This design comes from an exercise in tuning for small area on the open sky130 flow, not from production work.
Only simulation tests tie the RTL to the original design; equivalence was not proved.
Power figures rest on the tool's default switching activity, not on a simulated workload.

## the baseline
## breadboard
module breadboard(input logic clk, input logic reset, input logic [31:0] A, input logic [31:0] B,
                  input logic [3:0] opcode, output logic [31:0] C, output logic ERR_out);
For scale: roughly 33 flip-flops, about 100 I/O pins, about 0.021 mm² of cells after synthesis.
clock: 150.0 ns
lec_check: 0
cap_margin: 20
core_margin: 2
core_utilization: 35
cts_buf_list: sky130_fd_sc_hd__clkbuf_8
slew_margin: 20
synth_hierarchical: 1
standard.sh (not shown) runs the stock make flow with config.mk's settings and CLKGATE_MAP_FILE= SYNTH_SCRIPT=/design/flow/synth_recipe.tcl, a recipe that flattens the netlist after the stock synthesis.
==> flow/flow/run.sh <==
#!/bin/bash
export SKIP_PIN_SWAP=1
export SKIP_GATE_CLONING=1
export BUFFER_PORTS_ARGS="-buffer_cell sky130_fd_sc_hd__buf_1"
export SETUP_SLACK_MARGIN=-8
bash standard.sh > standard.log 2>&1
Input-level comparison between the candidate and the baseline:
# the baseline
export LEC_CHECK = 0
export CAP_MARGIN = 20
export CORE_MARGIN = 2
export CORE_UTILIZATION = 35
export CTS_BUF_LIST = sky130_fd_sc_hd__clkbuf_8
export SLEW_MARGIN = 20
export SYNTH_HIERARCHICAL = 1
create_clock -name core_clock -period 150.0 [get_ports {clk}]
# the candidate
export LEC_CHECK = 0
export CAP_MARGIN = 20
export CORE_MARGIN = 2
export CORE_UTILIZATION = 40
export CTS_BUF_LIST = sky130_fd_sc_hd__clkbuf_8
export SLEW_MARGIN = 20
export SYNTH_HIERARCHICAL = 1
create_clock -name core_clock -period 150.0 [get_ports {clk}]
==> notes.md <==
Sort the baseline and the candidate by overall fraction of global-route tracks in use, ascending, and the baseline comes first. Sort the baseline and the candidate by slew of the pin with the lowest slew margin asc -> top: the candidate. | met3 track utilization from global routing | the candidate vs the baseline | ≈ equal |. Relative to the baseline, the candidate improves tightest hold margin. Across both runs, post-placement cell count was lower for the candidate than for the baseline.

========
## job 6987
The RTL this note starts from:
==> flow/design.v <==
module g_nand2(input logic a, input logic b, output logic y);
  assign y = ~(a & b);
endmodule
module g_nor2(input logic a, input logic b, output logic y);
  assign y = ~(a | b);
endmodule
module g_xor2(input logic a, input logic b, output logic y);
  assign y = a ^ b;
endmodule
module g_xnor2(input logic a, input logic b, output logic y);
  assign y = ~(a ^ b);
endmodule
module g_oai21(input logic a1, input logic a2, input logic b1, output logic y);
  assign y = ~((a1 | a2) & b1);
endmodule
module cell_p(input logic xn, input logic yn, input logic c, input logic sel,
              output logic nco, output logic m);
  logic g, p, h, u;
  g_nor2  u_g(.a(xn), .b(yn), .y(g));             
  g_nand2 u_p(.a(xn), .b(yn), .y(p));             
  g_oai21 u_c(.a1(c), .a2(g), .b1(p), .y(nco));   
  g_xnor2 u_h(.a(yn), .b(c), .y(h));              
  g_nand2 u_u(.a(sel), .b(h), .y(u));
  g_xor2  u_m(.a(xn), .b(u), .y(m));              
endmodule
module cell_p0(input logic xn, input logic yn, input logic c, input logic h, input logic sel,
               output logic nco, output logic m);
  logic g, p, u;
  g_nor2  u_g(.a(xn), .b(yn), .y(g));             
  g_nand2 u_p(.a(xn), .b(yn), .y(p));             
  g_oai21 u_c(.a1(c), .a2(g), .b1(p), .y(nco));   
  g_nand2 u_u(.a(sel), .b(h), .y(u));
  g_xor2  u_m(.a(xn), .b(u), .y(m));              
endmodule
module cell_n(input logic x, input logic y, input logic nc, input logic sel,
              output logic co, output logic mn);
  logic gn, pn, h, u;
  g_nand2 u_g(.a(x), .b(y), .y(gn));              
  g_nor2  u_p(.a(x), .b(y), .y(pn));              
  g_oai21 u_c(.a1(pn), .a2(nc), .b1(gn), .y(co));  
  g_xnor2 u_h(.a(y), .b(nc), .y(h));              
  g_nand2 u_u(.a(sel), .b(h), .y(u));
  g_xor2  u_m(.a(x), .b(u), .y(mn));              
endmodule
module cell_nt(input logic x, input logic y, input logic nc, input logic sel,
               output logic co, output logic m);
  logic gn, pn, h, u;
  g_nand2 u_g(.a(x), .b(y), .y(gn));              
  g_nor2  u_p(.a(x), .b(y), .y(pn));              
  g_oai21 u_c(.a1(pn), .a2(nc), .b1(gn), .y(co));  
  g_xnor2 u_h(.a(y), .b(nc), .y(h));              
  g_nand2 u_u(.a(sel), .b(h), .y(u));
  g_xnor2 u_m(.a(x), .b(u), .y(m));               
endmodule
module col_x0(input logic a, input logic b, input logic [3:0] tn, output logic xn);
  assign xn = tn[{a, b}];
endmodule
module col_y(input logic a, input logic a1, input logic b, input logic c, input logic ma,
             input logic ms, input logic mc, input logic mnbn, output logic y);
  logic h1, h2;
  assign h1 = ~((ma & a) | (ms & a1));
  assign h2 = ~((mc & c) | (~b & ~mnbn));
  assign y  = ~(h1 & h2);
endmodule
module col_yn(input logic a, input logic a1, input logic b, input logic c, input logic ma,
              input logic ms, input logic mc, input logic mnbn, output logic yn);
  logic q1, q2, q3;
  g_a22o u_1(.a1(ma), .a2(a), .b1(ms), .b2(a1), .y(q1));
  g_a21o u_2(.a1(mc), .a2(c), .b1(q1), .y(q2));
  g_nor2 u_3(.a(mnbn), .b(b), .y(q3));             
  g_nor2 u_4(.a(q2), .b(q3), .y(yn));
endmodule
module g_a22o(input logic a1, input logic a2, input logic b1, input logic b2, output logic y);
  assign y = (a1 & a2) | (b1 & b2);
endmodule
module g_a21o(input logic a1, input logic a2, input logic b1, output logic y);
  assign y = (a1 & a2) | b1;
endmodule
module row_sel_p(input logic m, input logic b, input logic dz, input logic co, output logic sel);
  assign sel = (m & b) | (dz & co);
endmodule
module out_d(input logic q, input logic r, input logic qs, input logic rs, output logic d);
  assign d = (qs & q) | (rs & r);
endmodule
module g_maj3(input logic a, input logic b, input logic c, output logic y);
  assign y = (a & b) | (c & (a | b));
endmodule
module breadboard(input logic clk, input logic reset, input logic [31:0] A, input logic [31:0] B,
                  input logic [3:0] opcode, output logic [31:0] C, output logic ERR_out);
  logic op_hold, op_add, op_sub, op_mul, op_quo, op_rem, op_div, op_shl, op_shr;
  assign op_hold = opcode == 4'h0;
  assign op_add  = opcode == 4'h1;
  assign op_sub  = opcode == 4'h2;
  assign op_mul  = opcode == 4'h3;
  assign op_quo  = opcode == 4'h4;
  assign op_rem  = opcode == 4'h5;
  assign op_div  = op_quo | op_rem;
  assign op_shl  = opcode == 4'hD;
  assign op_shr  = opcode == 4'hE;
  logic op_ass;   
  assign op_ass  = op_add | op_sub | op_shl | op_hold | op_shr;
  logic [3:0] tt, tn;   
  always_comb begin
    case (opcode)
      4'h2, 4'h4, 4'h5, 4'hD: tt = 4'b1100;  
      4'h1: tt = 4'b1010;   
      4'h6: tt = 4'b1000;   
      4'h7: tt = 4'b1110;   
      4'h8: tt = 4'b0110;   
      4'h9: tt = 4'b0101;   
      4'hA: tt = 4'b0111;   
      4'hB: tt = 4'b0001;   
      4'hC: tt = 4'b1001;   
      default: tt = 4'b0000;
    endcase
  end
  assign tn = ~tt;
  logic [31:0] x0n;
  genvar k, i;
  generate
    for (i = 0; i < 32; i++) begin : g_x0
      col_x0 u(.a(A[i]), .b(B[i]), .tn(tn), .xn(x0n[i]));
    end
  endgenerate
  logic [31:0] A_hi;
  assign A_hi = {1'b0, A[31:1]};
  logic [31:0] Yv;
  logic cin, y_a, y_nb, y_c, y_s;
  assign y_a  = op_mul | op_add | op_shl;
  assign y_nb = op_div | op_sub;
  assign y_c  = op_hold;
  assign y_s  = op_shr;
  assign cin  = y_nb;
  generate
    for (i = 0; i < 32; i++) begin : g_y
      if (i % 2 == 0) begin : g_e
        col_yn u(.a(A[i]), .a1(A_hi[i]), .b(B[i]), .c(C[i]), .ma(y_a), .ms(y_s), .mc(y_c),
                 .mnbn(~y_nb), .yn(Yv[i]));
      end else begin : g_o
        col_y  u(.a(A[i]), .a1(A_hi[i]), .b(B[i]), .c(C[i]), .ma(y_a), .ms(y_s), .mc(y_c),
                 .mnbn(~y_nb), .y(Yv[i]));
      end
    end
  endgenerate
  logic [31:0] dz;
  assign dz[0] = op_div;
  generate
    for (k = 1; k < 32; k++) begin : g_dz
      assign dz[k] = dz[k-1] & ~B[32-k];
    end
  endgenerate
  logic [31:0] r [0:32];
  logic h0;   
  g_xnor2 u_h0(.a(Yv[0]), .b(cin), .y(h0));
  logic [31:0] sel;
  assign r[32] = x0n;
  generate
    for (k = 31; k >= 0; k--) begin : g_row
      localparam int W = 32 - k;
      logic [W:0] c;      
      assign c[0] = cin;
      for (i = 0; i < W; i++) begin : g_bit
        if (i == 0) begin : g_0
          cell_p0 u(.xn(r[k+1][k+i]), .yn(Yv[i]), .c(c[i]), .h(h0), .sel(sel[k]), .nco(c[i+1]), .m(r[k][k+i]));
        end else if (i % 2 == 0) begin : g_e
          cell_p u(.xn(r[k+1][k+i]), .yn(Yv[i]), .c(c[i]), .sel(sel[k]), .nco(c[i+1]), .m(r[k][k+i]));
        end else if (k > 0) begin : g_o
          cell_n u(.x(r[k+1][k+i]), .y(Yv[i]), .nc(c[i]), .sel(sel[k]), .co(c[i+1]), .mn(r[k][k+i]));
        end else begin : g_ot
          cell_nt u(.x(r[k+1][k+i]), .y(Yv[i]), .nc(c[i]), .sel(sel[k]), .co(c[i+1]), .m(r[k][k+i]));
        end
      end
      if (W % 2 == 0) begin : g_ce
        if (k == 0) begin : g_last
          row_sel_p u_sel(.m(op_mul | op_ass), .b(B[k] | op_ass), .dz(dz[k]), .co(c[W]), .sel(sel[k]));
        end else begin : g_mid
          row_sel_p u_sel(.m(op_mul), .b(B[k]), .dz(dz[k]), .co(c[W]), .sel(sel[k]));
        end
      end else begin : g_co
        logic co;
        g_nor2 u_co(.a(~dz[k]), .b(c[W]), .y(co));      
        g_a21o u_sel(.a1(op_mul), .a2(B[k]), .b1(co), .y(sel[k]));
      end
      if (k > 0) begin : g_low
        assign r[k][k-1:0] = r[k+1][k-1:0];
      end
    end
  endgenerate
  logic [31:0] d;
  logic q_s, r_s;
  assign q_s = op_quo & ~reset;
  assign r_s = ~op_quo & ~reset;
  generate
    for (i = 0; i < 32; i++) begin : g_d
      out_d u(.q(sel[i]), .r(r[0][i]), .qs(q_s), .rs(r_s), .d(d[i]));
    end
  endgenerate
  logic [32:0] ec;
  assign ec[0] = 1'b0;
  generate
    for (i = 0; i < 32; i++) begin : g_err
      g_maj3 u(.a(A[i]), .b(B[i]), .c(ec[i]), .y(ec[i+1]));
    end
  endgenerate
  always_ff @(posedge clk) begin
    C <= d;
    ERR_out <= ec[32];
  end
endmodule
export LEC_CHECK = 0
export CAP_MARGIN = 5
export CORE_MARGIN = 2
export CORE_UTILIZATION = 50
export CTS_BUF_LIST = sky130_fd_sc_hd__clkbuf_8
export SLEW_MARGIN = 5
export SYNTH_HIERARCHICAL = 1
create_clock -name core_clock -period 150.0 [get_ports {clk}]
==> flow/flow/run.sh <==
#!/bin/bash
export SKIP_PIN_SWAP=1
export SKIP_GATE_CLONING=1
export BUFFER_PORTS_ARGS="-buffer_cell sky130_fd_sc_hd__buf_1"
export SETUP_SLACK_MARGIN=-6
bash standard.sh > standard.log 2>&1
Every stage of the flow completed for job 6987, and the final layout passed the timing, design-rule and antenna checks.
Input changes introduced in job 8875 (baseline for comparison: job 6987):
Settings: changing CAP_MARGIN from 5 to 20; changing SLEW_MARGIN from 5 to 20; changing CORE_UTILIZATION from 50 to 40.
## What came out
- Diff job 6987..job 8875 | insertion delay of the later-clocked pin in the worst-skew pair | negligible
- Job 8875 against job 6987: final wirelength shrank by 5.1%; combined global-route utilization of all metal layers shrank by 7.6 points.
- Summary of job 8875 over job 6987: total power of the final layout moved down, relative contribution of the clock network to total power now smaller.
Input-level comparison between job 4147 and job 8875:
==> flow/flow/run.sh <==
#!/bin/bash
export SKIP_PIN_SWAP=1
export SKIP_GATE_CLONING=1
export BUFFER_PORTS_ARGS="-buffer_cell sky130_fd_sc_hd__buf_1"
export SETUP_SLACK_MARGIN=-8
bash standard.sh > standard.log 2>&1
Notes after the runs:
Compared with job 8875, in job 4147 relative contribution of the clock network to total power held steady; half-perimeter wire length after placement held steady; number of global-route vias before repair held steady; power consumption shrank by 0.34%. Routed wire length shrinks slightly when moving from job 8875 to job 4147. Compared with job 8875, in job 4147 number of vias in the routed layout held; clock power saw an increase; number of cells in the design after placement has remained practically unchanged; share of the synthesized area in compound gates (AO/OA/AOI/OAI) stayed essentially flat. Relative to job 8875, detail-routed net length per standard cell has decreased by about 0.5% in job 4147.

afterwards: timing with drivers on the ports:
Ports are ideal in the flow. The routed layouts listed here were re-timed in OpenROAD.
Step 1 sets driving cells, clkbuf_16 on the clock port and buf_2 on the other inputs (assumed; they add their load-dependent delay and slew).
Step 2 moves the port delays by t, midway between the first and last clock arrival at a register: inputs arrive t later, outputs are due t later. That takes back most of the time a late clock gives input paths.
Slacks: ideal ports / drivers / drivers and shift; pairs: ideal ports / drivers.
| run | shift t [ns] | slack for setup (ns) | worst setup path at the end |
|---|---|---|---|
| the baseline | 0.347 | 7.073 / 7.082 / 6.735 | input to register |
| the candidate | 0.366 | 7.272 / 7.287 / 6.921 | input to register |
| job 6987 | 0.344 | 6.309 / 6.326 / 5.983 | input to register |
| job 8875 | 0.338 | 6.997 / 7.017 / 6.679 | input to register |
| job 4147 | 0.339 | 5.701 / 5.721 / 5.382 | input to register |
After both steps setup and hold are still met in every run listed. For the candidate, which loses most, drivers alone change the setup slack by +0.015 ns; drivers and shift together by -0.351 ns.
